Background: an optimization exercise with open tools, aiming at small area. Do not read the settings as production practice.
Only simulation tests tie the RTL to the original design; equivalence was not proved.
Power figures rest on the tool's default switching activity, not on a simulated workload.

## flow/flow/run.sh

```bash
#!/bin/bash
# Standard ORFS layout (the standard.sh) with three settings changed: the
# port buffers are buf_1 cells, clock tree synthesis uses clkbuf_4 and adds no
# dummy loads, and global routing's repair recovers power on paths with slack
# (downsizing cells). The whole flow's output goes to standard_flow.log; ORFS
# keeps each step's log under orfs/logs.
set -euo pipefail
cat >> config.mk <<'EOC'
export BUFFER_PORTS_ARGS = -buffer_cell sky130_fd_sc_hd__buf_1
export RECOVER_POWER = 100
export CTS_ARGS = -sink_clustering_enable -repair_clock_nets -dont_use_dummy_load -buf_list sky130_fd_sc_hd__clkbuf_4 -sink_clustering_size 16 -sink_clustering_max_diameter 100
EOC
bash standard.sh finish > standard_flow.log 2>&1
```

## flow/standard.sh

```bash
#!/bin/bash
# synth_recipe.tcl (not shown) runs the flow's synth.tcl, then flattens the netlist and writes it again
# the make line also repeats each setting of config.mk as NAME=value (left out here)
make -C /OpenROAD-flow-scripts/flow DESIGN_CONFIG=/design/flow/config.mk WORK_HOME=/design/flow/orfs CLKGATE_MAP_FILE= SYNTH_SCRIPT=/design/flow/synth_recipe.tcl "${@:-finish}"
```

## flow/config.mk

```make
export PLATFORM = sky130hd
export DESIGN_NAME = boxing_top
export DESIGN_NICKNAME = boxing_top
export VERILOG_FILES = /design/flow/design.v
export SDC_FILE = /design/flow/constraint.sdc
export NUM_CORES = 4
export LEC_CHECK = 0
export ABC_AREA = 1
export CAP_MARGIN = 20
export CORE_MARGIN = 2
export CORE_UTILIZATION = 60
export SLEW_MARGIN = 20
export BUFFER_PORTS_ARGS = -buffer_cell sky130_fd_sc_hd__buf_1
export RECOVER_POWER = 100
export CTS_ARGS = -sink_clustering_enable -repair_clock_nets -dont_use_dummy_load -buf_list sky130_fd_sc_hd__clkbuf_4 -sink_clustering_size 16 -sink_clustering_max_diameter 100
```

## flow/constraint.sdc

```tcl
create_clock -name core_clock -period 10.0 [get_ports {clk}]
set_input_delay 2.0000 -clock core_clock [delete_from_list [all_inputs] [get_ports {clk}]]
set_output_delay 2.0000 -clock core_clock [all_outputs]
set_load 0.01 [all_outputs]
```

## flow/design.v

```verilog
module boxing_top(clk, rst_n, ps2k_clk, ps2k_data, state1, state2, led1, led2, p1_tens, p1_ones, p2_tens, p2_ones, win);
  input clk;
  wire clk;
  input rst_n;
  wire rst_n;
  input ps2k_clk;
  wire ps2k_clk;
  input ps2k_data;
  wire ps2k_data;
  output [1:0] state1;
  wire [1:0] state1;
  output [1:0] state2;
  wire [1:0] state2;
  output [4:0] led1;
  wire [4:0] led1;
  output [4:0] led2;
  wire [4:0] led2;
  output [3:0] p1_tens;
  wire [3:0] p1_tens;
  output [3:0] p1_ones;
  wire [3:0] p1_ones;
  output [3:0] p2_tens;
  wire [3:0] p2_tens;
  output [3:0] p2_ones;
  wire [3:0] p2_ones;
  output win;
  wire win;
  reg [1:0] act1;
  reg [1:0] act2;
  reg brk;
  reg [2:0] cd;
  reg [3:0] cnt;
  reg [2:0] lc1;
  reg [2:0] lc2;
  reg [3:0] num;
  reg [2:0] ph;
  reg [4:0] pt;
  reg r0;
  reg r1;
  reg r2;
  reg [2:0] rl;
  reg [1:0] sd1;
  reg [1:0] sd2;
  reg [3:0] tmp;
  reg [4:0] \u_p1.d ;
  wire [2:0] \u_p1.f ;
  reg \u_p1.nw ;
  reg [2:0] \u_p1.o ;
  reg \u_p1.trig ;
  reg [4:0] \u_p2.d ;
  wire [2:0] \u_p2.f ;
  reg \u_p2.nw ;
  reg [2:0] \u_p2.o ;
  reg \u_p2.trig ;
  reg vs;
  wire xg0;
  wire xg1;
  wire xg10;
  wire xg100;
  wire xg101;
  wire xg102;
  wire xg103;
  wire xg104;
  wire xg105;
  wire xg106;
  wire xg107;
  wire xg108;
  wire xg109;
  wire xg11;
  wire xg110;
  wire xg111;
  wire xg112;
  wire xg113;
  wire xg114;
  wire xg115;
  wire xg116;
  wire xg117;
  wire xg118;
  wire xg119;
  wire xg12;
  wire xg120;
  wire xg121;
  wire xg122;
  wire xg123;
  wire xg124;
  wire xg125;
  wire xg126;
  wire xg127;
  wire xg128;
  wire xg129;
  wire xg13;
  wire xg130;
  wire xg131;
  wire xg132;
  wire xg133;
  wire xg134;
  wire xg135;
  wire xg136;
  wire xg137;
  wire xg138;
  wire xg139;
  wire xg14;
  wire xg140;
  wire xg141;
  wire xg142;
  wire xg143;
  wire xg144;
  wire xg145;
  wire xg146;
  wire xg147;
  wire xg148;
  wire xg149;
  wire xg15;
  wire xg150;
  wire xg151;
  wire xg152;
  wire xg153;
  wire xg154;
  wire xg155;
  wire xg156;
  wire xg157;
  wire xg158;
  wire xg159;
  wire xg16;
  wire xg160;
  wire xg161;
  wire xg162;
  wire xg163;
  wire xg164;
  wire xg165;
  wire xg166;
  wire xg167;
  wire xg168;
  wire xg169;
  wire xg17;
  wire xg170;
  wire xg171;
  wire xg172;
  wire xg173;
  wire xg174;
  wire xg175;
  wire xg176;
  wire xg177;
  wire xg178;
  wire xg179;
  wire xg18;
  wire xg180;
  wire xg181;
  wire xg182;
  wire xg183;
  wire xg184;
  wire xg185;
  wire xg186;
  wire xg187;
  wire xg188;
  wire xg189;
  wire xg19;
  wire xg190;
  wire xg191;
  wire xg192;
  wire xg193;
  wire xg194;
  wire xg195;
  wire xg196;
  wire xg197;
  wire xg198;
  wire xg199;
  wire xg2;
  wire xg20;
  wire xg200;
  wire xg201;
  wire xg202;
  wire xg203;
  wire xg204;
  wire xg205;
  wire xg206;
  wire xg207;
  wire xg208;
  wire xg209;
  wire xg21;
  wire xg210;
  wire xg211;
  wire xg212;
  wire xg213;
  wire xg214;
  wire xg215;
  wire xg216;
  wire xg217;
  wire xg218;
  wire xg219;
  wire xg22;
  wire xg220;
  wire xg221;
  wire xg222;
  wire xg223;
  wire xg224;
  wire xg225;
  wire xg226;
  wire xg227;
  wire xg228;
  wire xg229;
  wire xg23;
  wire xg230;
  wire xg231;
  wire xg232;
  wire xg233;
  wire xg234;
  wire xg235;
  wire xg236;
  wire xg237;
  wire xg238;
  wire xg239;
  wire xg24;
  wire xg240;
  wire xg241;
  wire xg242;
  wire xg243;
  wire xg244;
  wire xg245;
  wire xg246;
  wire xg247;
  wire xg248;
  wire xg249;
  wire xg25;
  wire xg250;
  wire xg251;
  wire xg252;
  wire xg253;
  wire xg254;
  wire xg255;
  wire xg256;
  wire xg257;
  wire xg258;
  wire xg259;
  wire xg26;
  wire xg260;
  wire xg261;
  wire xg262;
  wire xg263;
  wire xg264;
  wire xg265;
  wire xg266;
  wire xg267;
  wire xg268;
  wire xg269;
  wire xg27;
  wire xg270;
  wire xg271;
  wire xg272;
  wire xg273;
  wire xg274;
  wire xg275;
  wire xg276;
  wire xg277;
  wire xg278;
  wire xg279;
  wire xg28;
  wire xg280;
  wire xg281;
  wire xg282;
  wire xg283;
  wire xg284;
  wire xg285;
  wire xg286;
  wire xg287;
  wire xg288;
  wire xg289;
  wire xg29;
  wire xg290;
  wire xg291;
  wire xg292;
  wire xg293;
  wire xg294;
  wire xg295;
  wire xg296;
  wire xg297;
  wire xg298;
  wire xg299;
  wire xg3;
  wire xg30;
  wire xg300;
  wire xg301;
  wire xg302;
  wire xg303;
  wire xg304;
  wire xg305;
  wire xg306;
  wire xg307;
  wire xg308;
  wire xg309;
  wire xg31;
  wire xg310;
  wire xg311;
  wire xg312;
  wire xg313;
  wire xg314;
  wire xg315;
  wire xg316;
  wire xg317;
  wire xg318;
  wire xg319;
  wire xg32;
  wire xg320;
  wire xg321;
  wire xg322;
  wire xg323;
  wire xg324;
  wire xg325;
  wire xg326;
  wire xg327;
  wire xg328;
  wire xg329;
  wire xg33;
  wire xg330;
  wire xg331;
  wire xg332;
  wire xg333;
  wire xg334;
  wire xg335;
  wire xg336;
  wire xg337;
  wire xg338;
  wire xg339;
  wire xg34;
  wire xg340;
  wire xg341;
  wire xg342;
  wire xg343;
  wire xg344;
  wire xg345;
  wire xg346;
  wire xg347;
  wire xg348;
  wire xg349;
  wire xg35;
  wire xg350;
  wire xg351;
  wire xg352;
  wire xg353;
  wire xg354;
  wire xg355;
  wire xg356;
  wire xg357;
  wire xg358;
  wire xg359;
  wire xg36;
  wire xg360;
  wire xg361;
  wire xg362;
  wire xg363;
  wire xg364;
  wire xg365;
  wire xg366;
  wire xg367;
  wire xg368;
  wire xg369;
  wire xg37;
  wire xg370;
  wire xg371;
  wire xg372;
  wire xg373;
  wire xg374;
  wire xg375;
  wire xg376;
  wire xg377;
  wire xg378;
  wire xg379;
  wire xg38;
  wire xg380;
  wire xg381;
  wire xg382;
  wire xg383;
  wire xg384;
  wire xg385;
  wire xg386;
  wire xg387;
  wire xg388;
  wire xg389;
  wire xg39;
  wire xg390;
  wire xg391;
  wire xg392;
  wire xg393;
  wire xg394;
  wire xg395;
  wire xg396;
  wire xg397;
  wire xg398;
  wire xg399;
  wire xg4;
  wire xg40;
  wire xg400;
  wire xg401;
  wire xg402;
  wire xg403;
  wire xg404;
  wire xg405;
  wire xg406;
  wire xg407;
  wire xg408;
  wire xg409;
  wire xg41;
  wire xg410;
  wire xg411;
  wire xg412;
  wire xg413;
  wire xg414;
  wire xg415;
  wire xg416;
  wire xg417;
  wire xg418;
  wire xg419;
  wire xg42;
  wire xg420;
  wire xg421;
  wire xg422;
  wire xg423;
  wire xg424;
  wire xg425;
  wire xg426;
  wire xg427;
  wire xg428;
  wire xg429;
  wire xg43;
  wire xg430;
  wire xg431;
  wire xg432;
  wire xg433;
  wire xg434;
  wire xg435;
  wire xg436;
  wire xg437;
  wire xg438;
  wire xg439;
  wire xg44;
  wire xg440;
  wire xg441;
  wire xg442;
  wire xg443;
  wire xg444;
  wire xg445;
  wire xg446;
  wire xg447;
  wire xg448;
  wire xg449;
  wire xg45;
  wire xg450;
  wire xg451;
  wire xg452;
  wire xg453;
  wire xg454;
  wire xg455;
  wire xg456;
  wire xg457;
  wire xg458;
  wire xg459;
  wire xg46;
  wire xg460;
  wire xg461;
  wire xg462;
  wire xg463;
  wire xg464;
  wire xg465;
  wire xg466;
  wire xg467;
  wire xg468;
  wire xg469;
  wire xg47;
  wire xg470;
  wire xg471;
  wire xg472;
  wire xg473;
  wire xg474;
  wire xg475;
  wire xg476;
  wire xg477;
  wire xg478;
  wire xg479;
  wire xg48;
  wire xg480;
  wire xg481;
  wire xg482;
  wire xg483;
  wire xg484;
  wire xg485;
  wire xg486;
  wire xg487;
  wire xg488;
  wire xg489;
  wire xg49;
  wire xg490;
  wire xg491;
  wire xg492;
  wire xg493;
  wire xg494;
  wire xg495;
  wire xg496;
  wire xg497;
  wire xg498;
  wire xg499;
  wire xg5;
  wire xg50;
  wire xg500;
  wire xg501;
  wire xg502;
  wire xg503;
  wire xg504;
  wire xg505;
  wire xg506;
  wire xg507;
  wire xg508;
  wire xg509;
  wire xg51;
  wire xg510;
  wire xg511;
  wire xg512;
  wire xg513;
  wire xg514;
  wire xg515;
  wire xg516;
  wire xg517;
  wire xg518;
  wire xg519;
  wire xg52;
  wire xg520;
  wire xg521;
  wire xg522;
  wire xg523;
  wire xg524;
  wire xg525;
  wire xg526;
  wire xg527;
  wire xg528;
  wire xg529;
  wire xg53;
  wire xg530;
  wire xg54;
  wire xg55;
  wire xg56;
  wire xg57;
  wire xg58;
  wire xg59;
  wire xg6;
  wire xg60;
  wire xg61;
  wire xg62;
  wire xg63;
  wire xg64;
  wire xg65;
  wire xg66;
  wire xg67;
  wire xg68;
  wire xg69;
  wire xg7;
  wire xg70;
  wire xg71;
  wire xg72;
  wire xg73;
  wire xg74;
  wire xg75;
  wire xg76;
  wire xg77;
  wire xg78;
  wire xg79;
  wire xg8;
  wire xg80;
  wire xg81;
  wire xg82;
  wire xg83;
  wire xg84;
  wire xg85;
  wire xg86;
  wire xg87;
  wire xg88;
  wire xg89;
  wire xg9;
  wire xg90;
  wire xg91;
  wire xg92;
  wire xg93;
  wire xg94;
  wire xg95;
  wire xg96;
  wire xg97;
  wire xg98;
  wire xg99;
  assign xg494 = 4'h8 >> { xg495, xg196 };
  assign xg493 = 4'h4 >> { xg494, xg496 };
  assign xg492 = 4'h2 >> { xg493, xg184 };
  assign xg491 = 4'h1 >> { xg492, xg497 };
  assign xg387 = 4'h4 >> { xg491, xg498 };
  assign xg490 = 4'h4 >> { xg159, cd[0] };
  assign xg489 = 4'h8 >> { xg490, xg166 };
  assign xg488 = 4'h8 >> { rst_n, tmp[2] };
  assign xg487 = 4'h4 >> { xg488, xg490 };
  assign xg386 = 4'he >> { xg487, xg489 };
  assign xg486 = 4'h2 >> { xg186, xg215 };
  assign xg485 = 4'h2 >> { xg486, cd[2] };
  assign xg484 = 4'h4 >> { xg486, cd[2] };
  assign xg483 = 4'h1 >> { xg484, xg485 };
  assign xg385 = 4'h1 >> { xg483, xg492 };
  assign xg434 = 4'h8 >> { xg159, cd[0] };
  assign xg435 = 4'h8 >> { xg434, xg166 };
  assign xg436 = 4'h8 >> { rst_n, tmp[1] };
  assign xg437 = 4'h4 >> { xg436, xg434 };
  assign xg384 = 4'he >> { xg437, xg435 };
  assign xg383 = 4'h1 >> { xg3, xg174 };
  assign xg438 = 4'h1 >> { xg137, xg146 };
  assign xg439 = 4'h1 >> { xg329, xg348 };
  assign xg440 = 4'h4 >> { xg439, xg438 };
  assign xg441 = 4'h2 >> { xg440, pt[0] };
  assign xg442 = 4'h4 >> { xg440, pt[0] };
  assign xg443 = 4'h1 >> { xg442, xg441 };
  assign xg444 = 4'h2 >> { xg443, xg521 };
  assign xg382 = 4'h8 >> { xg444, xg513 };
  assign xg445 = 4'h2 >> { ph[0], ph[1] };
  assign xg446 = 4'h1 >> { xg445, xg338 };
  assign xg381 = 4'h2 >> { xg446, rst_n };
  assign xg380 = 4'h4 >> { rst_n, ph[0] };
  assign xg447 = 4'h4 >> { rl[2], rl[0] };
  assign xg448 = 4'h4 >> { xg155, xg157 };
  assign xg379 = 4'h4 >> { xg448, xg447 };
  assign xg449 = 4'h2 >> { xg352, rst_n };
  assign xg378 = 4'hb >> { xg449, xg178 };
  assign xg450 = 4'h8 >> { xg217, num[1] };
  assign xg451 = 4'h2 >> { xg450, rst_n };
  assign xg452 = 4'h8 >> { xg451, num[2] };
  assign xg453 = 4'h4 >> { xg450, num[2] };
  assign xg454 = 4'h2 >> { xg453, num[0] };
  assign xg455 = 4'h4 >> { rst_n, num[3] };
  assign xg456 = 4'h4 >> { xg455, xg214 };
  assign xg457 = 4'h4 >> { xg456, xg454 };
  assign xg377 = 4'he >> { xg457, xg452 };
  assign xg458 = 4'h8 >> { num[1], num[3] };
  assign xg459 = 4'h2 >> { xg458, xg217 };
  assign xg460 = 4'h1 >> { xg459, num[0] };
  assign xg461 = 4'h2 >> { xg216, rst_n };
  assign xg375 = 4'h4 >> { xg461, xg460 };
  assign xg462 = 4'h1 >> { xg375, xg451 };
  assign xg463 = 4'h1 >> { xg216, num[1] };
  assign xg376 = 4'h1 >> { xg463, xg462 };
  assign xg464 = 4'h2 >> { xg83, \u_p1.o [2] };
  assign xg465 = 4'h8 >> { xg85, \u_p1.o [1] };
  assign xg466 = 4'h1 >> { xg465, xg464 };
  assign xg374 = 4'h1 >> { xg466, xg79 };
  assign xg467 = 4'h2 >> { xg337, \u_p1.d [4] };
  assign xg468 = 4'h8 >> { xg108, \u_p1.d [3] };
  assign xg469 = 4'h1 >> { xg468, xg467 };
  assign xg373 = 4'hb >> { xg469, xg102 };
  assign xg470 = 4'h2 >> { xg337, lc1[2] };
  assign xg471 = 4'h8 >> { xg337, \u_p1.o [2] };
  assign xg372 = 4'he >> { xg471, xg470 };
  assign xg472 = 4'h2 >> { xg337, \u_p1.nw  };
  assign xg371 = 4'he >> { xg472, xg316 };
  assign xg370 = 4'h8 >> { state1[1], rst_n };
  assign xg473 = 4'h2 >> { xg77, \u_p1.trig  };
  assign xg474 = 4'h4 >> { \u_p1.o [2], \u_p1.trig  };
  assign xg475 = 4'h4 >> { xg474, lc1[2] };
  assign xg476 = 4'h8 >> { xg475, xg77 };
  assign xg477 = 4'h1 >> { xg476, xg473 };
  assign xg369 = 4'h2 >> { xg477, rst_n };
  assign xg478 = 4'h4 >> { xg204, cd[1] };
  assign xg479 = 4'h8 >> { xg458, rst_n };
  assign xg368 = 4'h4 >> { xg479, xg478 };
  assign xg480 = 4'h8 >> { xg451, num[3] };
  assign xg481 = 4'h8 >> { xg455, num[2] };
  assign xg482 = 4'h4 >> { xg481, xg377 };
  assign xg367 = 4'he >> { xg482, xg480 };
  always @(posedge clk)
    sd2[1] <= xg398;
  always @(posedge clk)
    rl[0] <= xg379;
  always @(posedge clk)
    \u_p2.nw  <= xg399;
  always @(posedge clk)
    lc2[2] <= xg400;
  always @(posedge clk)
    \u_p2.d [4] <= xg401;
  always @(posedge clk)
    \u_p2.o [2] <= xg402;
  always @(posedge clk)
    \u_p1.nw  <= xg371;
  always @(posedge clk)
    \u_p2.o [1] <= xg403;
  always @(posedge clk)
    ph[0] <= xg380;
  always @(posedge clk)
    \u_p2.d [0] <= xg404;
  always @(posedge clk)
    \u_p2.d [1] <= xg405;
  always @(posedge clk)
    \u_p2.d [2] <= xg406;
  always @(posedge clk)
    \u_p2.d [3] <= xg407;
  always @(posedge clk)
    lc2[0] <= xg408;
  always @(posedge clk)
    lc2[1] <= xg409;
  reg xg1097;
  always @(posedge clk)
    xg1097 <= xg410;
  assign \u_p2.f [0] = xg1097;
  always @(posedge clk)
    ph[1] <= xg381;
  assign xg363 = 4'h2 >> { lc2[2], sd2[0] };
  always @(posedge clk)
    sd2[0] <= xg411;
  always @(posedge clk)
    pt[0] <= xg382;
  always @(posedge clk)
    \u_p1.o [0] <= xg412;
  always @(posedge clk)
    lc1[2] <= xg372;
  always @(posedge clk)
    \u_p1.o [1] <= xg413;
  always @(posedge clk)
    cnt[0] <= xg383;
  always @(posedge clk)
    \u_p1.d [0] <= xg414;
  always @(posedge clk)
    \u_p1.d [1] <= xg415;
  always @(posedge clk)
    \u_p1.d [2] <= xg416;
  always @(posedge clk)
    \u_p1.d [3] <= xg417;
  always @(posedge clk)
    lc1[0] <= xg418;
  assign xg364 = 4'h2 >> { sd2[0], sd2[1] };
  always @(posedge clk)
    lc1[1] <= xg419;
  reg xg1113;
  always @(posedge clk)
    xg1113 <= xg420;
  assign \u_p1.f [0] = xg1113;
  always @(posedge clk)
    tmp[1] <= xg384;
  always @(posedge clk)
    sd1[0] <= xg421;
  always @(posedge clk)
    \u_p1.d [4] <= xg373;
  always @(posedge clk)
    pt[4] <= xg422;
  always @(posedge clk)
    cd[2] <= xg385;
  always @(posedge clk)
    ph[2] <= xg423;
  always @(posedge clk)
    rl[1] <= xg424;
  assign xg366 = 4'h8 >> lc2[1:0];
  always @(posedge clk)
    tmp[2] <= xg386;
  always @(posedge clk)
    brk <= xg425;
  always @(posedge clk)
    \u_p1.o [2] <= xg374;
  always @(posedge clk)
    tmp[0] <= xg426;
  always @(posedge clk)
    cd[0] <= xg387;
  always @(posedge clk)
    cnt[3] <= xg427;
  always @(posedge clk)
    act1[1] <= xg428;
  always @(posedge clk)
    tmp[3] <= xg388;
  always @(posedge clk)
    act2[1] <= xg429;
  always @(posedge clk)
    \u_p1.trig  <= xg369;
  always @(posedge clk)
    cd[1] <= xg430;
  always @(posedge clk)
    pt[1] <= xg389;
  always @(posedge clk)
    r0 <= xg431;
  assign xg365 = 4'h4 >> { xg366, sd2[1] };
  always @(posedge clk)
    r1 <= xg432;
  always @(posedge clk)
    r2 <= xg433;
  always @(posedge clk)
    num[0] <= xg375;
  always @(posedge clk)
    rl[2] <= xg390;
  always @(posedge clk)
    pt[2] <= xg391;
  always @(posedge clk)
    num[3] <= xg367;
  always @(posedge clk)
    pt[3] <= xg392;
  always @(posedge clk)
    num[1] <= xg376;
  always @(posedge clk)
    act2[0] <= xg393;
  always @(posedge clk)
    sd1[1] <= xg370;
  assign xg362 = 4'h1 >> { xg363, xg364 };
  assign xg361 = 4'h1 >> { xg362, xg365 };
  always @(posedge clk)
    act1[0] <= xg394;
  always @(posedge clk)
    num[2] <= xg377;
  always @(posedge clk)
    cnt[1] <= xg395;
  always @(posedge clk)
    \u_p2.o [0] <= xg396;
  always @(posedge clk)
    vs <= xg368;
  always @(posedge clk)
    \u_p2.trig  <= xg397;
  always @(posedge clk)
    cnt[2] <= xg378;
  assign xg360 = 4'h8 >> { sd2[0], sd2[1] };
  assign xg359 = 4'h4 >> { xg360, xg366 };
  assign xg358 = 4'h1 >> { lc2[0], lc2[2] };
  assign xg357 = 4'h1 >> { lc2[1], sd2[0] };
  assign xg356 = 4'h8 >> { xg357, xg358 };
  assign xg355 = 4'h1 >> { xg356, xg359 };
  assign xg354 = 4'h8 >> { xg355, xg361 };
  assign xg353 = 4'h1 >> cnt[1:0];
  assign xg352 = 4'h2 >> { xg353, cnt[2] };
  assign xg351 = 4'h4 >> { cnt[3], cnt[1] };
  assign xg350 = 4'h8 >> { xg351, xg352 };
  assign led2[1] = 4'he >> { xg350, xg354 };
  assign xg349 = 4'h1 >> act2;
  assign xg348 = 4'h1 >> { sd2[0], sd2[1] };
  assign xg347 = 4'h4 >> { xg348, \u_p2.f [0] };
  assign xg346 = 4'h8 >> { xg347, xg349 };
  assign xg345 = 4'h2 >> { \u_p2.nw , \u_p2.trig  };
  assign xg344 = 4'h4 >> { xg349, \u_p2.trig  };
  assign xg343 = 4'h2 >> { xg344, sd2[0] };
  assign xg342 = 4'h1 >> { \u_p2.f [0], sd2[1] };
  assign xg341 = 4'h4 >> { xg342, xg343 };
  assign xg340 = 4'h1 >> { xg341, xg345 };
  assign xg339 = 4'h1 >> { xg340, xg346 };
  assign xg338 = 4'h4 >> { ph[0], ph[1] };
  assign xg337 = 4'h4 >> { xg338, ph[2] };
  assign xg336 = 4'h8 >> { xg337, xg339 };
  assign xg335 = 4'h2 >> { \u_p2.f [0], act2[0] };
  assign xg334 = 4'h1 >> { xg335, sd2[1] };
  assign xg333 = 4'h2 >> { xg334, xg336 };
  assign xg332 = 4'h1 >> { xg333, sd2[0] };
  assign xg331 = 4'h4 >> { sd2[0], \u_p2.f [0] };
  assign xg330 = 4'h8 >> { xg331, xg336 };
  assign state2[0] = 4'h1 >> { xg330, xg332 };
  assign xg329 = 4'h1 >> { sd1[0], sd1[1] };
  assign xg328 = 4'h8 >> { xg329, \u_p1.f [0] };
  assign xg327 = 4'h4 >> { sd1[0], \u_p1.f [0] };
  assign xg326 = 4'h4 >> { xg329, \u_p1.f [0] };
  assign xg325 = 4'h1 >> { xg326, \u_p1.nw  };
  assign xg324 = 4'h8 >> { xg325, \u_p1.trig  };
  assign xg323 = 4'h1 >> act1;
  assign xg322 = 4'h1 >> { sd1[1], \u_p1.trig  };
  assign xg321 = 4'h8 >> { xg322, xg327 };
  assign xg320 = 4'h8 >> { xg321, xg323 };
  assign xg319 = 4'h2 >> { xg323, xg326 };
  assign xg318 = 4'h1 >> { xg319, xg320 };
  assign xg317 = 4'h4 >> { xg318, xg324 };
  assign xg316 = 4'h2 >> { xg317, xg337 };
  assign xg315 = 4'h8 >> { xg316, xg327 };
  assign xg314 = 4'h1 >> { xg315, xg328 };
  assign xg313 = 4'h1 >> { act1[0], sd1[1] };
  assign xg312 = 4'h2 >> { xg313, xg316 };
  assign xg311 = 4'h1 >> { xg312, sd1[0] };
  assign state1[0] = 4'h2 >> { xg311, xg314 };
  assign xg310 = 4'h1 >> pt[3:2];
  assign p1_tens[1] = 4'h2 >> { xg310, pt[4] };
  assign xg309 = 4'h8 >> { xg310, pt[4] };
  assign xg308 = 4'h4 >> { xg309, pt[1] };
  assign xg307 = 4'h2 >> pt[4:3];
  assign xg306 = 4'h8 >> { xg307, pt[2] };
  assign xg305 = 4'h1 >> { xg306, xg309 };
  assign xg304 = 4'h1 >> { xg305, pt[1] };
  assign xg303 = 4'h2 >> { pt[4], pt[2] };
  assign xg302 = 4'h4 >> { xg303, xg304 };
  assign p1_ones[2] = 4'he >> { xg302, xg308 };
  assign p1_ones[0] = 4'h2 >> { p1_tens[1], pt[0] };
  assign xg301 = 4'h2 >> { xg358, sd2[0] };
  assign xg300 = 4'h1 >> { lc2[1], lc2[2] };
  assign xg299 = 4'h2 >> { xg300, sd2[1] };
  assign xg298 = 4'h4 >> { xg299, xg301 };
  assign xg297 = 4'h4 >> { xg298, xg358 };
  assign xg296 = 4'h1 >> lc2[1:0];
  assign xg295 = 4'h4 >> { xg363, sd2[1] };
  assign xg294 = 4'h8 >> { xg295, xg296 };
  assign xg293 = 4'h8 >> { xg360, lc2[0] };
  assign xg292 = 4'h8 >> { xg293, xg300 };
  assign xg291 = 4'h1 >> { xg292, xg350 };
  assign xg290 = 4'h4 >> { xg291, xg294 };
  assign led2[3] = 4'hb >> { xg290, xg297 };
  assign xg289 = 4'h4 >> { sd1[0], sd1[1] };
  assign xg288 = 4'h4 >> { xg289, lc1[2] };
  assign xg287 = 4'h1 >> { xg288, xg350 };
  assign xg286 = 4'h2 >> { sd1[0], sd1[1] };
  assign xg285 = 4'h8 >> { xg286, lc1[2] };
  assign xg284 = 4'h2 >> { xg285, xg287 };
  assign xg283 = 4'h1 >> { xg284, lc1[1] };
  assign xg282 = 4'h1 >> { lc1[0], lc1[2] };
  assign xg281 = 4'h2 >> { xg282, sd1[0] };
  assign xg280 = 4'h8 >> { lc1[1], sd1[1] };
  assign xg279 = 4'h4 >> { xg280, xg281 };
  assign xg278 = 4'h1 >> { xg279, xg350 };
  assign led1[2] = 4'hb >> { xg278, xg283 };
  assign xg277 = 4'h1 >> { lc1[1], lc1[2] };
  assign xg276 = 4'h1 >> { xg277, xg282 };
  assign xg275 = 4'h8 >> { xg276, xg286 };
  assign xg274 = 4'h1 >> { xg275, xg350 };
  assign xg273 = 4'h4 >> { xg277, lc1[0] };
  assign xg272 = 4'h8 >> { xg273, xg289 };
  assign xg271 = 4'h8 >> { sd1[0], sd1[1] };
  assign xg270 = 4'h8 >> { xg277, lc1[0] };
  assign xg269 = 4'h8 >> { xg270, xg271 };
  assign xg268 = 4'h1 >> { xg269, xg272 };
  assign led1[3] = 4'h7 >> { xg268, xg274 };
  assign xg267 = 4'h2 >> { xg363, sd2[1] };
  assign xg266 = 4'h1 >> { xg295, xg350 };
  assign led2[0] = 4'hb >> { xg266, xg267 };
  assign xg265 = 4'h1 >> { xg273, sd1[0] };
  assign xg264 = 4'h4 >> { xg276, lc1[2] };
  assign xg263 = 4'h1 >> { xg264, xg265 };
  assign xg262 = 4'h2 >> { xg263, sd1[1] };
  assign xg261 = 4'h2 >> { xg276, xg289 };
  assign xg260 = 4'h1 >> { xg261, xg350 };
  assign led1[1] = 4'hb >> { xg260, xg262 };
  assign xg259 = 4'h2 >> { lc1[2], sd1[0] };
  assign xg258 = 4'h2 >> { xg259, sd1[1] };
  assign led1[0] = 4'hd >> { xg258, xg287 };
  assign xg257 = 4'h4 >> { xg295, lc2[1] };
  assign xg256 = 4'h1 >> { xg298, xg350 };
  assign led2[2] = 4'hb >> { xg256, xg257 };
  assign xg255 = 4'h1 >> pt[1:0];
  assign xg254 = 4'h4 >> { xg310, pt[4] };
  assign xg253 = 4'h8 >> { xg254, xg255 };
  assign xg252 = 4'h4 >> { xg255, pt[3] };
  assign xg251 = 4'h2 >> { xg252, p1_tens[1] };
  assign p2_tens[1] = 4'he >> { xg251, xg253 };
  assign xg250 = 4'h8 >> pt[1:0];
  assign xg249 = 4'h1 >> { xg250, pt[2] };
  assign xg248 = 4'h2 >> { xg249, xg307 };
  assign xg247 = 4'h1 >> { xg248, pt[4] };
  assign p2_tens[0] = 4'h4 >> { xg247, p2_tens[1] };
  assign xg246 = 4'h8 >> { xg273, sd1[0] };
  assign led1[4] = 4'hd >> { xg246, xg284 };
  assign xg245 = 4'h1 >> { xg250, xg255 };
  assign xg244 = 4'h8 >> { xg245, xg254 };
  assign xg243 = 4'h2 >> { pt[4], pt[1] };
  assign xg242 = 4'h4 >> { xg243, pt[3] };
  assign p1_ones[1] = 4'he >> { xg242, xg304 };
  assign xg241 = 4'h8 >> { p1_ones[1], pt[0] };
  assign xg240 = 4'h1 >> { xg241, p1_ones[2] };
  assign xg239 = 4'h8 >> { xg240, xg248 };
  assign p2_ones[3] = 4'he >> { xg239, xg244 };
  assign xg238 = 4'h8 >> { xg241, p1_ones[2] };
  assign p2_ones[2] = 4'h1 >> { xg238, xg240 };
  assign xg237 = 4'h2 >> { sd1[0], act1[0] };
  assign xg236 = 4'h2 >> { xg237, xg316 };
  assign xg235 = 4'h1 >> { xg236, sd1[1] };
  assign state1[1] = 4'h2 >> { xg235, xg314 };
  assign xg234 = 4'h4 >> { xg245, xg305 };
  assign xg233 = 4'h2 >> { xg245, p2_tens[0] };
  assign p2_ones[1] = 4'he >> { xg233, xg234 };
  assign xg232 = 4'h8 >> { xg364, lc2[2] };
  assign xg231 = 4'h8 >> { xg296, xg363 };
  assign xg230 = 4'h1 >> { xg231, xg232 };
  assign led2[4] = 4'h7 >> { xg230, xg266 };
  assign xg229 = 4'h8 >> { xg243, pt[3] };
  assign p1_tens[0] = 4'hd >> { xg229, xg305 };
  assign xg228 = 4'h8 >> { xg309, pt[1] };
  assign xg227 = 4'h2 >> { p1_tens[0], xg307 };
  assign p1_ones[3] = 4'he >> { xg227, xg228 };
  assign xg226 = 4'h2 >> { xg337, sd2[1] };
  assign xg225 = 4'h1 >> { \u_p2.f [0], act2[0] };
  assign xg224 = 4'h1 >> { xg225, sd2[0] };
  assign xg223 = 4'h2 >> { xg224, xg339 };
  assign xg222 = 4'h1 >> { xg223, sd2[1] };
  assign xg221 = 4'h2 >> { xg330, xg337 };
  assign xg220 = 4'h4 >> { xg221, xg222 };
  assign state2[1] = 4'he >> { xg220, xg226 };
  assign win = 4'h4 >> { xg252, p1_ones[2] };
  assign xg433 = 4'h8 >> { r1, rst_n };
  assign xg432 = 4'h8 >> { r0, rst_n };
  assign xg431 = 4'h8 >> { ps2k_clk, rst_n };
  assign xg219 = 4'h1 >> { num[1], num[3] };
  assign xg218 = 4'h4 >> { xg219, num[2] };
  assign xg217 = 4'h2 >> { r1, r2 };
  assign xg216 = 4'h8 >> { xg217, num[0] };
  assign xg215 = 4'h8 >> { xg216, xg218 };
  assign xg214 = 4'h1 >> { num[2], num[0] };
  assign xg213 = 4'h4 >> { xg214, num[1] };
  assign xg212 = 4'h2 >> { xg213, num[3] };
  assign xg211 = 4'h4 >> { cd[0], num[0] };
  assign xg210 = 4'h8 >> { xg211, num[2] };
  assign xg209 = 4'h1 >> { xg211, num[2] };
  assign xg208 = 4'h8 >> { cd[1], num[1] };
  assign xg207 = 4'h4 >> { xg208, cd[2] };
  assign xg206 = 4'h4 >> { xg207, xg209 };
  assign xg205 = 4'h4 >> { xg206, xg210 };
  assign xg204 = 4'h1 >> { cd[2], cd[0] };
  assign xg203 = 4'h8 >> { xg204, num[0] };
  assign xg202 = 4'h1 >> { cd[1], num[1] };
  assign xg201 = 4'h1 >> { xg202, xg203 };
  assign xg200 = 4'h2 >> { xg201, num[2] };
  assign xg199 = 4'h1 >> { xg208, cd[2] };
  assign xg198 = 4'h8 >> { xg199, xg209 };
  assign xg197 = 4'h1 >> { xg211, xg214 };
  assign xg196 = 4'h2 >> { cd[1], num[1] };
  assign xg195 = 4'h2 >> { cd[2], cd[0] };
  assign xg194 = 4'h2 >> { xg195, xg196 };
  assign xg193 = 4'h4 >> { xg194, xg197 };
  assign xg192 = 4'h1 >> { xg193, xg198 };
  assign xg191 = 4'h4 >> { xg192, xg200 };
  assign xg190 = 4'h4 >> { xg191, xg205 };
  assign xg189 = 4'h1 >> { xg190, ps2k_data };
  assign xg188 = 4'h8 >> { xg190, ps2k_data };
  assign xg187 = 4'h1 >> { xg188, xg189 };
  assign xg186 = 4'h1 >> { xg187, xg212 };
  assign xg185 = 4'h4 >> { xg217, xg218 };
  assign xg184 = 4'h8 >> { xg185, xg186 };
  assign xg183 = 4'h1 >> { xg184, xg215 };
  assign xg182 = 4'h8 >> { xg183, cd[1] };
  assign xg181 = 4'h4 >> { xg196, num[2] };
  assign xg180 = 4'h8 >> { xg181, xg195 };
  assign xg179 = 4'h4 >> { xg180, xg183 };
  assign xg430 = 4'he >> { xg179, xg182 };
  assign xg178 = 4'h4 >> { xg353, cnt[2] };
  assign xg177 = 4'h4 >> { xg178, cnt[3] };
  assign xg176 = 4'h2 >> { xg177, rst_n };
  assign xg175 = 4'h8 >> { xg176, act2[1] };
  assign xg174 = 4'h8 >> { xg177, rst_n };
  assign xg173 = 4'h8 >> { xg174, tmp[1] };
  assign xg429 = 4'he >> { xg173, xg175 };
  assign xg172 = 4'h8 >> { xg176, act1[1] };
  assign xg171 = 4'h8 >> { xg174, tmp[3] };
  assign xg428 = 4'he >> { xg171, xg172 };
  assign xg170 = 4'h2 >> { xg178, cnt[3] };
  assign xg427 = 4'hd >> { xg170, xg176 };
  assign xg169 = 4'h8 >> rl[1:0];
  assign xg168 = 4'h8 >> { xg169, xg195 };
  assign xg167 = 4'h8 >> { xg168, cd[1] };
  assign xg166 = 4'h4 >> { rst_n, brk };
  assign xg165 = 4'h8 >> { xg166, xg167 };
  assign xg164 = 4'h8 >> { rst_n, tmp[0] };
  assign xg163 = 4'h4 >> { xg164, xg167 };
  assign xg426 = 4'he >> { xg163, xg165 };
  assign xg162 = 4'h2 >> { xg168, rst_n };
  assign xg161 = 4'h1 >> { xg169, brk };
  assign xg160 = 4'h4 >> cd[2:1];
  assign xg159 = 4'h8 >> { xg160, xg169 };
  assign xg158 = 4'h1 >> { xg159, xg161 };
  assign xg425 = 4'h8 >> { xg158, xg162 };
  assign xg157 = 4'h2 >> { rl[2], rl[0] };
  assign xg156 = 4'h8 >> { xg157, rl[1] };
  assign xg155 = 4'h8 >> { rst_n, vs };
  assign xg154 = 4'h1 >> { xg157, rl[1] };
  assign xg153 = 4'h2 >> { xg154, xg155 };
  assign xg424 = 4'h4 >> { xg153, xg156 };
  assign xg152 = 4'h8 >> { ph[0], ph[1] };
  assign xg151 = 4'h2 >> { xg152, ph[2] };
  assign xg150 = 4'h4 >> { xg152, ph[2] };
  assign xg149 = 4'h1 >> { xg150, xg151 };
  assign xg423 = 4'h2 >> { xg149, rst_n };
  assign xg148 = 4'h8 >> { xg289, pt[0] };
  assign xg147 = 4'h8 >> { xg360, \u_p2.nw  };
  assign xg146 = 4'h8 >> { xg147, xg150 };
  assign xg145 = 4'h4 >> { xg146, xg148 };
  assign xg144 = 4'h8 >> { xg271, \u_p1.nw  };
  assign xg143 = 4'h4 >> { pt[1], sd1[1] };
  assign xg142 = 4'h1 >> { xg143, xg144 };
  assign xg141 = 4'h4 >> { xg142, xg250 };
  assign xg140 = 4'h8 >> { xg141, xg145 };
  assign xg139 = 4'h8 >> { xg140, xg309 };
  assign xg138 = 4'h2 >> { xg139, rst_n };
  assign xg137 = 4'h8 >> { xg144, xg150 };
  assign xg136 = 4'h1 >> { sd2[0], pt[0] };
  assign xg135 = 4'h1 >> { xg136, sd2[1] };
  assign xg134 = 4'h8 >> { xg135, xg245 };
  assign xg133 = 4'h2 >> { xg134, xg137 };
  assign xg132 = 4'h4 >> { xg133, xg255 };
  assign xg131 = 4'h8 >> { xg132, pt[2] };
  assign xg130 = 4'h8 >> { xg131, pt[3] };
  assign xg129 = 4'h2 >> { xg130, pt[4] };
  assign xg128 = 4'h4 >> { xg130, pt[4] };
  assign xg127 = 4'h1 >> { xg128, xg129 };
  assign xg422 = 4'h2 >> { xg127, xg138 };
  assign xg421 = 4'h8 >> { state1[0], rst_n };
  assign xg126 = 4'h2 >> { xg316, \u_p1.f [0] };
  assign xg125 = 4'h4 >> { xg315, sd1[1] };
  assign xg124 = 4'h1 >> { xg125, xg126 };
  assign xg420 = 4'h2 >> { xg124, rst_n };
  assign xg123 = 4'h2 >> { xg337, lc1[1] };
  assign xg122 = 4'h8 >> { xg337, \u_p1.o [1] };
  assign xg419 = 4'he >> { xg122, xg123 };
  assign xg121 = 4'h8 >> { xg337, \u_p1.o [0] };
  assign xg120 = 4'h2 >> { xg337, lc1[0] };
  assign xg418 = 4'he >> { xg120, xg121 };
  assign xg119 = 4'h4 >> { \u_p1.d [0], \u_p1.d [1] };
  assign xg118 = 4'h4 >> { xg119, \u_p1.d [3] };
  assign xg117 = 4'h1 >> { \u_p1.d [4], \u_p1.d [2] };
  assign xg116 = 4'h8 >> { xg117, xg118 };
  assign xg115 = 4'h1 >> { xg329, \u_p1.f [0] };
  assign xg114 = 4'h8 >> { xg115, xg116 };
  assign xg113 = 4'h8 >> { xg114, xg317 };
  assign xg112 = 4'h1 >> { xg113, xg319 };
  assign xg111 = 4'h2 >> { xg112, xg337 };
  assign xg110 = 4'h4 >> { xg111, state1[1] };
  assign xg109 = 4'h2 >> { xg337, \u_p1.d [3] };
  assign xg108 = 4'h8 >> { xg317, xg337 };
  assign xg107 = 4'h8 >> { xg108, \u_p1.d [2] };
  assign xg106 = 4'h1 >> { xg107, xg109 };
  assign xg417 = 4'hb >> { xg106, xg110 };
  assign xg105 = 4'h1 >> { xg337, \u_p1.d [2] };
  assign xg104 = 4'h8 >> { xg112, xg337 };
  assign xg103 = 4'h1 >> { xg111, xg316 };
  assign xg102 = 4'h2 >> { xg103, state1[1] };
  assign xg101 = 4'h8 >> { xg102, sd1[0] };
  assign xg100 = 4'h1 >> { xg101, xg104 };
  assign xg99 = 4'h8 >> { xg317, \u_p1.d [1] };
  assign xg98 = 4'h1 >> { xg99, xg100 };
  assign xg416 = 4'h1 >> { xg98, xg105 };
  assign xg97 = 4'h1 >> { xg337, \u_p1.d [1] };
  assign xg96 = 4'h2 >> { xg116, \u_p1.d [0] };
  assign xg95 = 4'h8 >> { xg96, xg317 };
  assign xg94 = 4'h1 >> { xg95, xg100 };
  assign xg415 = 4'h1 >> { xg94, xg97 };
  assign xg93 = 4'h4 >> { xg102, xg311 };
  assign xg92 = 4'h1 >> { xg337, \u_p1.d [0] };
  assign xg91 = 4'h8 >> { \u_p1.d [4], \u_p1.d [2] };
  assign xg90 = 4'h4 >> { xg117, xg118 };
  assign xg89 = 4'h1 >> { xg90, xg91 };
  assign xg88 = 4'h2 >> { xg89, xg108 };
  assign xg87 = 4'h1 >> { xg88, xg92 };
  assign xg414 = 4'h4 >> { xg87, xg93 };
  assign xg86 = 4'h4 >> { xg121, \u_p1.o [2] };
  assign xg85 = 4'h8 >> { xg86, xg116 };
  assign xg84 = 4'h1 >> { xg85, \u_p1.o [1] };
  assign xg83 = 4'h8 >> { xg116, xg337 };
  assign xg82 = 4'h1 >> { \u_p1.o [2], \u_p1.o [0] };
  assign xg81 = 4'h2 >> { xg82, \u_p1.o [1] };
  assign xg80 = 4'h8 >> { xg81, xg83 };
  assign xg79 = 4'h2 >> { xg325, xg337 };
  assign xg78 = 4'h1 >> { xg79, xg80 };
  assign xg413 = 4'h4 >> { xg78, xg84 };
  assign xg77 = 4'h2 >> { xg326, xg337 };
  assign xg76 = 4'h1 >> { xg82, \u_p1.nw  };
  assign xg75 = 4'h2 >> { xg76, xg116 };
  assign xg74 = 4'h8 >> { xg75, xg77 };
  assign xg73 = 4'h2 >> { xg83, \u_p1.o [0] };
  assign xg72 = 4'h4 >> { xg73, xg79 };
  assign xg412 = 4'he >> { xg72, xg74 };
  assign xg411 = 4'h8 >> { state2[0], rst_n };
  assign xg71 = 4'h2 >> { xg336, \u_p2.f [0] };
  assign xg70 = 4'h4 >> { xg330, sd2[1] };
  assign xg69 = 4'h1 >> { xg70, xg71 };
  assign xg410 = 4'h2 >> { xg69, rst_n };
  assign xg68 = 4'h2 >> { xg337, lc2[1] };
  assign xg67 = 4'h8 >> { xg337, \u_p2.o [1] };
  assign xg409 = 4'he >> { xg67, xg68 };
  assign xg66 = 4'h2 >> { xg337, lc2[0] };
  assign xg65 = 4'h8 >> { xg337, \u_p2.o [0] };
  assign xg408 = 4'he >> { xg65, xg66 };
  assign xg64 = 4'h4 >> { \u_p2.d [0], \u_p2.d [1] };
  assign xg63 = 4'h4 >> { xg64, \u_p2.d [3] };
  assign xg62 = 4'h1 >> { \u_p2.d [4], \u_p2.d [2] };
  assign xg61 = 4'h8 >> { xg62, xg63 };
  assign xg60 = 4'h4 >> { xg61, \u_p2.f [0] };
  assign xg59 = 4'h8 >> { xg60, xg340 };
  assign xg58 = 4'h4 >> { xg347, xg349 };
  assign xg57 = 4'h2 >> { xg58, xg337 };
  assign xg56 = 4'h4 >> { xg57, xg59 };
  assign xg55 = 4'h1 >> { xg56, xg220 };
  assign xg54 = 4'h2 >> { xg339, \u_p2.d [2] };
  assign xg53 = 4'h1 >> { xg54, xg55 };
  assign xg52 = 4'h1 >> { xg337, \u_p2.d [3] };
  assign xg407 = 4'h1 >> { xg52, xg53 };
  assign xg51 = 4'h1 >> { xg337, \u_p2.d [2] };
  assign xg50 = 4'h1 >> { xg60, xg339 };
  assign xg49 = 4'h2 >> { xg50, xg220 };
  assign xg48 = 4'h4 >> { xg49, xg332 };
  assign xg47 = 4'h1 >> { xg48, xg56 };
  assign xg46 = 4'h2 >> { xg339, \u_p2.d [1] };
  assign xg45 = 4'h1 >> { xg46, xg47 };
  assign xg406 = 4'h1 >> { xg45, xg51 };
  assign xg44 = 4'h1 >> { xg337, \u_p2.d [1] };
  assign xg43 = 4'h2 >> { xg61, \u_p2.d [0] };
  assign xg42 = 4'h4 >> { xg43, xg339 };
  assign xg41 = 4'h1 >> { xg42, xg47 };
  assign xg405 = 4'h1 >> { xg41, xg44 };
  assign xg40 = 4'h8 >> { \u_p2.d [4], \u_p2.d [2] };
  assign xg39 = 4'h4 >> { xg62, xg63 };
  assign xg38 = 4'h1 >> { xg39, xg40 };
  assign xg37 = 4'h4 >> { xg337, xg339 };
  assign xg36 = 4'h4 >> { xg37, xg38 };
  assign xg35 = 4'h1 >> { xg337, \u_p2.d [0] };
  assign xg34 = 4'h1 >> { xg35, xg36 };
  assign xg404 = 4'h4 >> { xg34, xg48 };
  assign xg33 = 4'h1 >> { \u_p2.o [2], \u_p2.o [0] };
  assign xg32 = 4'h1 >> { xg347, \u_p2.nw  };
  assign xg31 = 4'h4 >> { xg32, xg61 };
  assign xg30 = 4'h4 >> { xg337, \u_p2.o [2] };
  assign xg29 = 4'h4 >> { xg30, xg31 };
  assign xg28 = 4'h4 >> { xg29, \u_p2.o [1] };
  assign xg27 = 4'h1 >> { xg28, xg33 };
  assign xg26 = 4'h4 >> { xg33, \u_p2.o [1] };
  assign xg25 = 4'h2 >> { xg26, xg32 };
  assign xg24 = 4'h4 >> { xg25, xg27 };
  assign xg23 = 4'h2 >> { xg31, xg337 };
  assign xg22 = 4'h2 >> { xg23, \u_p2.o [1] };
  assign xg403 = 4'he >> { xg22, xg24 };
  assign xg21 = 4'h2 >> { xg23, \u_p2.o [2] };
  assign xg20 = 4'h8 >> { xg29, xg32 };
  assign xg19 = 4'h8 >> { xg20, xg27 };
  assign xg402 = 4'he >> { xg19, xg21 };
  assign xg18 = 4'h2 >> { xg337, \u_p2.d [4] };
  assign xg17 = 4'h8 >> { xg37, \u_p2.d [3] };
  assign xg16 = 4'h1 >> { xg17, xg18 };
  assign xg401 = 4'hb >> { xg16, xg49 };
  assign xg15 = 4'h1 >> { xg337, lc2[2] };
  assign xg400 = 4'h1 >> { xg15, xg30 };
  assign xg14 = 4'h1 >> { xg337, \u_p2.nw  };
  assign xg399 = 4'h1 >> { xg14, xg37 };
  assign xg398 = 4'h8 >> { state2[1], rst_n };
  assign xg13 = 4'h4 >> { xg337, xg347 };
  assign xg12 = 4'h2 >> { xg13, \u_p2.trig  };
  assign xg11 = 4'h1 >> { lc2[2], \u_p2.trig  };
  assign xg10 = 4'h8 >> { xg11, \u_p2.o [2] };
  assign xg9 = 4'h8 >> { xg10, xg13 };
  assign xg8 = 4'h1 >> { xg9, xg12 };
  assign xg397 = 4'h2 >> { xg8, rst_n };
  assign xg7 = 4'h2 >> { xg23, \u_p2.o [0] };
  assign xg6 = 4'h1 >> { xg33, \u_p2.nw  };
  assign xg5 = 4'h2 >> { xg6, xg61 };
  assign xg4 = 4'h8 >> { xg5, xg13 };
  assign xg396 = 4'he >> { xg4, xg7 };
  assign xg3 = 4'h8 >> { rst_n, cnt[0] };
  assign xg2 = 4'h8 >> { xg3, cnt[1] };
  assign xg1 = 4'h8 >> { xg176, xg353 };
  assign xg395 = 4'he >> { xg1, xg2 };
  assign xg0 = 4'h8 >> { xg176, act1[0] };
  assign xg530 = 4'h8 >> { xg174, tmp[2] };
  assign xg394 = 4'he >> { xg530, xg0 };
  assign xg529 = 4'h8 >> { xg174, tmp[0] };
  assign xg528 = 4'h8 >> { xg176, act2[0] };
  assign xg393 = 4'he >> { xg528, xg529 };
  assign xg527 = 4'h1 >> { xg131, pt[3] };
  assign xg526 = 4'h4 >> { xg140, pt[2] };
  assign xg525 = 4'h1 >> { xg526, xg130 };
  assign xg524 = 4'h4 >> { xg525, xg527 };
  assign xg392 = 4'hd >> { xg524, xg138 };
  assign xg523 = 4'h8 >> { xg142, xg254 };
  assign xg522 = 4'h8 >> { xg523, xg146 };
  assign xg521 = 4'h2 >> { xg522, rst_n };
  assign xg520 = 4'h1 >> { xg132, xg140 };
  assign xg519 = 4'h1 >> { xg520, win };
  assign xg518 = 4'h2 >> { xg519, pt[2] };
  assign xg517 = 4'h4 >> { xg519, pt[2] };
  assign xg516 = 4'h1 >> { xg517, xg518 };
  assign xg391 = 4'h2 >> { xg516, xg521 };
  assign xg515 = 4'h1 >> { xg169, rl[2] };
  assign xg390 = 4'h2 >> { xg515, xg155 };
  assign xg514 = 4'h8 >> { xg133, xg228 };
  assign xg513 = 4'h1 >> { xg514, win };
  assign xg512 = 4'h1 >> { xg135, xg245 };
  assign xg511 = 4'h2 >> { xg512, xg133 };
  assign xg510 = 4'h8 >> { xg255, sd1[1] };
  assign xg509 = 4'h1 >> { xg510, xg254 };
  assign xg508 = 4'h8 >> { xg509, xg140 };
  assign xg507 = 4'h2 >> { xg145, pt[1] };
  assign xg506 = 4'h1 >> { xg507, xg137 };
  assign xg505 = 4'h4 >> { xg506, xg508 };
  assign xg504 = 4'h1 >> { xg505, xg511 };
  assign xg503 = 4'h8 >> { xg504, xg513 };
  assign xg389 = 4'hd >> { xg503, rst_n };
  assign xg502 = 4'h4 >> { xg168, cd[1] };
  assign xg501 = 4'h8 >> { xg502, xg166 };
  assign xg500 = 4'h8 >> { rst_n, tmp[3] };
  assign xg499 = 4'h4 >> { xg500, xg502 };
  assign xg388 = 4'he >> { xg499, xg501 };
  assign xg498 = 4'h4 >> { xg183, cd[0] };
  assign xg497 = 4'h8 >> { xg215, ps2k_data };
  assign xg496 = 4'h2 >> { cd[2], num[2] };
  assign xg495 = 4'h4 >> { ps2k_data, num[0] };
  assign \u_p2.f [2:1] = sd2;
  assign \u_p1.f [2:1] = sd1;
  assign p2_ones[0] = p1_ones[0];
  assign p2_tens[3:2] = 2'h0;
  assign p1_tens[3:2] = 2'h0;
endmodule
```

==> run_results.csv <==
group,metric,value,unit
final_layout,n_antenna_cell,0,
routing,viasPerCell,5.435,
final_layout,nets,583,
setup_path,worstSetupPathType,"reg -> out",
clock_network,clk-insertion-delay-late,0.40,ns
yosys,ys_seq_area_share,37.05,%
global_route,antenna_found_initial,0,
status,status,"no timing/DRC/antenna violations",
setup_path,cp.required,8.00,ns
power_and_ir_drop,p_per_area,145.8,mW/mm²
setup_path,cp.depth,8,
yosys,yosys.cell_types.count,42,
setup_path,cp_common_cell,"inv_1",
yosys,synth_cells,543,
routing,drc,0,
power_and_ir_drop,pwr-share-comb,19.5,%
final_layout,drive_above_1_share,4.378,%
clock_network,htree_num_levels,3,
setup_path,crit_family,"buffers and inverters",
global_route,grt_pass1_vias,3146,
placement,placed_cells,637,
yosys,muxShareOfSynthArea,0,%
global_route,grt_pass1_wl,13070,µm
setup_path,critical_path_arrival,2.85,ns
setup_path,cp_max_fo,25,
worst_hold_path,hold_path.class,"reg -> reg",
setup_path,crit_slowest_cell,"inv_1",
yosys,synth_top_family_by_area,"simple AND/OR/NAND/NOR gates",
worst_hold_path,min_path_cells,2,
final_layout,multi_input_area,0.001851,mm²
timing,worst_slew_margin_rel,44.97,%
power_and_ir_drop,peakVddDrop,0.1170,mV
clock_network,clkSlewWorstSetupHoldPaths,0.12,ns
clock_network,root_buffer,"clkbuf_4",
setup_path,crit_path_start_kind,"flip-flop",
power_and_ir_drop,p_total,0.5524,mW
timing,hold_viol,0,
yosys,synthFlopType,"dfxtp_1",
yosys,syn_avg_cell_area,6.666,µm²
routing,routed_wl,7894,µm
die,start_util,61.50,%
die,core,0.005886,mm²
global_route,grt_usage,24.99,%
final_layout,areaGrowthSynthToFinish,4.666,%
final_layout,layoutNonFillerInstCount,646,
yosys,synth_area,0.003620,mm²
yosys,synthSimpleGateAreaFrac,31.73,%
yosys,synth_xor_area_share,0.7259,%
final_layout,regArea,0.001341,mm²
yosys,synth_edf_count,0,
final_layout,post-route-util,64.37,%
setup_path,r2r_cells,10,
routing,num_vias,3511,
clock_network,cts.sinks,67,
die,die_area,0.006670,mm²
placement,port_buffers,30,
setup_path,end_kind,"output port",
yosys,yosys_warnings,1,
placement,dp_hpwl,5961,µm
clock_network,cts_tree,"yes",
timing,setup_viol,0,
flow_run,cap_violations,0,
final_layout,fillCellCount,588,
clock_network,clockBufferDepth,2,
yosys,synth_fa_ha_area_share,2.074,%
power_and_ir_drop,seqPwrFrac,57.9,%
clock_network,ctsResizeCount,0,
timing,period_share,48.51,%
timing,rsz0062_at_grt,"no",
die,fp.dieH,81.67,µm
setup_path,critPathBufInv,3,
global_route,grt_max_degree,26,
power_and_ir_drop,switching_share,32.03,%
timing,fmax,206.1,MHz
routing,ant_nets,0,
yosys,synth-seq-cells,67,
yosys,synth_compound_area_share,17.08,%
placement,place_congestion,0.8531,
timing,finalSetupTns,0,ns
setup_path,crit_chain,"ha_1, nand2_1, inv_1, nand3_1, o21ai_0, inv_1, nor2_1, buf_1",
power_and_ir_drop,p_int,0.3754,mW
global_route,grt-ovfl-total,0,
die,rows,28,
routing,routedWlPerCell,12.22,µm
timing,tightest_slew,0.8255,ns
die,ios,35,
setup_path,critPathMaxStageDelay,0.67,ns
clock_network,post_cts_buffers,0,
clock_network,cts_hold_buf,0,
power_and_ir_drop,power.leakage,1.653,nW
timing,skew,0.02923,ns
yosys,async_reset_ff_share,0,%
timing,fin_crit,4.851,ns
die,dieWidth,81.67,µm
power_and_ir_drop,pwr-share-clk,22.6,%
power_and_ir_drop,switchingPower,0.1770,mW
clock_network,numCtsBuffers,9,
routing,drt_iter0_drc,191,
routing,drt_first_pass_iters,4,
timing,finalMaxSlewViolations,0,
metrics by stage:
step	setup slack (ns)	hold slack (ns)	area, µm²
after CTS	5.207	0.4381	3821
after global routing	4.907	0.4605	3789
final	5.149	0.4370	3789
after global placement	5.770	0.3927	3754
after floorplan	6.467	0.3905	3631
after detailed placement	5.661	0.4175	3754
per-layer routing:
metal,track usage [%],up-vias,share of wire [%]
li1,-,1824,-
met1,30.49,1614,49
met2,43.20,63,46
met3,5.385,10,3.2
met4,9.333,0,1.3
met5,0,-,0
Yosys cell counts (all sizes together) (2+ instances only):
| master | count | area share (%) |
|---|---|---|
| dfxtp | 67 | 37 |
| clkinv | 2 | 0.21 |
| nor2 | 69 | 8.0 |
| nand2 | 117 | 13 |
| o21ai | 57 | 7.9 |
| o2111ai | 2 | 0.48 |
| xor2 | 3 | 0.73 |
| ha | 6 | 2.1 |
| inv | 84 | 8.7 |
| clkbuf | 3 | 0.31 |
| a21oi | 27 | 3.7 |
| nor4 | 2 | 0.35 |
| nand4 | 5 | 0.86 |
| o221ai | 2 | 0.48 |
| o211ai | 9 | 1.9 |
| buf | 11 | 2.0 |
| nor3 | 15 | 2.4 |
| nand3 | 45 | 6.9 |
| o22ai | 5 | 0.86 |
area by class of cell:
| type | count | area share (%) |
|---|---|---|
| multi-input cells | 379 | 48.84 |
| well taps | 75 | 2.477 |
| repair buffers | 30 | 2.972 |
| clock buffers | 9 | 1.783 |
| flip-flops and latches | 67 | 35.40 |
| inverters | 86 | 8.520 |
power by group through the flow:
| stage | clock network, mW | registers (mW) | logic [mW] |
|---|---|---|---|
| final | 0.125 | 0.320 | 0.108 |
| after global routing | 0.139 | 0.324 | 0.125 |
| after CTS | 0.129 | 0.319 | 0.109 |
| after detailed placement | 0 | 0.325 | 0.108 |
| after global placement | 0 | 0.325 | 0.105 |
| after floorplan | 0 | 0.317 | 0.0897 |
cell families (layout without fill, tap and decap cells):
kind of cell	after synthesis	count (layout)
AND/OR/NAND/NOR	256	256
AO/OA/AOI/OAI	110	110
buffers and inverters	100	125
flip-flops	67	67
adder cells (fa/ha/maj)	6	6
XOR/XNOR	3	3
other	1	4
registers in the layout, summed over array words and instances (netlist names), 3 cells and up:
| signal | cells |
|---|---|
| num | 4 |
| lc1 | 3 |
| cd | 3 |
| ph | 3 |
| lc2 | 3 |
| u_p2.d | 5 |
| cnt | 4 |
| u_p2.o | 3 |
| tmp | 4 |
| u_p1.o | 3 |
| u_p1.d | 5 |
| pt | 5 |
| rl | 3 |
path summary, 6_finish.rpt:
path,start,to,slack [ns]
setup / recovery,ph[0]$_SDFF_PN0_,state2[0],5.15
hold / removal,r1$_SDFF_PN0_,r2$_SDFF_PN0_,0.44
setup reg to reg,ph[0]$_SDFF_PN0_,u_p1.d[0]$_SDFF_PN0_,7.28
hold reg to reg,r1$_SDFF_PN0_,r2$_SDFF_PN0_,0.44
placed cells by master, fill, tap and decap left out, types with 6 or more instances in the layout:
master    count
ha_1          6
dfxtp_1      67
nor2_1       66
nand2_1     113
nand3_1      41
o21ai_0      52
buf_1        29
o211ai_1      9
clkbuf_4      9
inv_1        82
a21oi_1      27
nor3_1       13
worst min-delay path, delay by kind of cell (launching register included):
kind | cells | cell delay (ns)
flip-flops | 1 | 0.33
buffers and inverters | 1 | 0.03
AND/OR/NAND/NOR | 1 | 0.05

separate check: timing with driven ports:
The flow's constraints put no driver on any port. The routed layout listed below was extracted and timed again, unchanged, in two steps.
Step 1: set_driving_cell puts a clkbuf_16 on clk and a buf_2 on each other input, an assumption about the parent block.
Step 2 moves the port delays by t, midway between the first and last clock arrival at a register: inputs arrive t later, outputs are due t later. That takes back most of the time a late clock gives input paths.
Slacks: no drivers / after step 1 / after step 2; pairs: no drivers / after step 1.
t, ns: 0.412
slack for setup (ns): 5.149 / 5.119 / 5.531
hold WS [ns]: 0.437 / 0.437 / 0.437
slew at the worst register clock pin (ns): 0.12 / 0.12
worst slew at a driven data input, ns: 0.03
After both steps setup and hold are still met in this run. For this run, drivers alone change the setup slack by -0.030 ns; drivers and shift together by +0.382 ns.
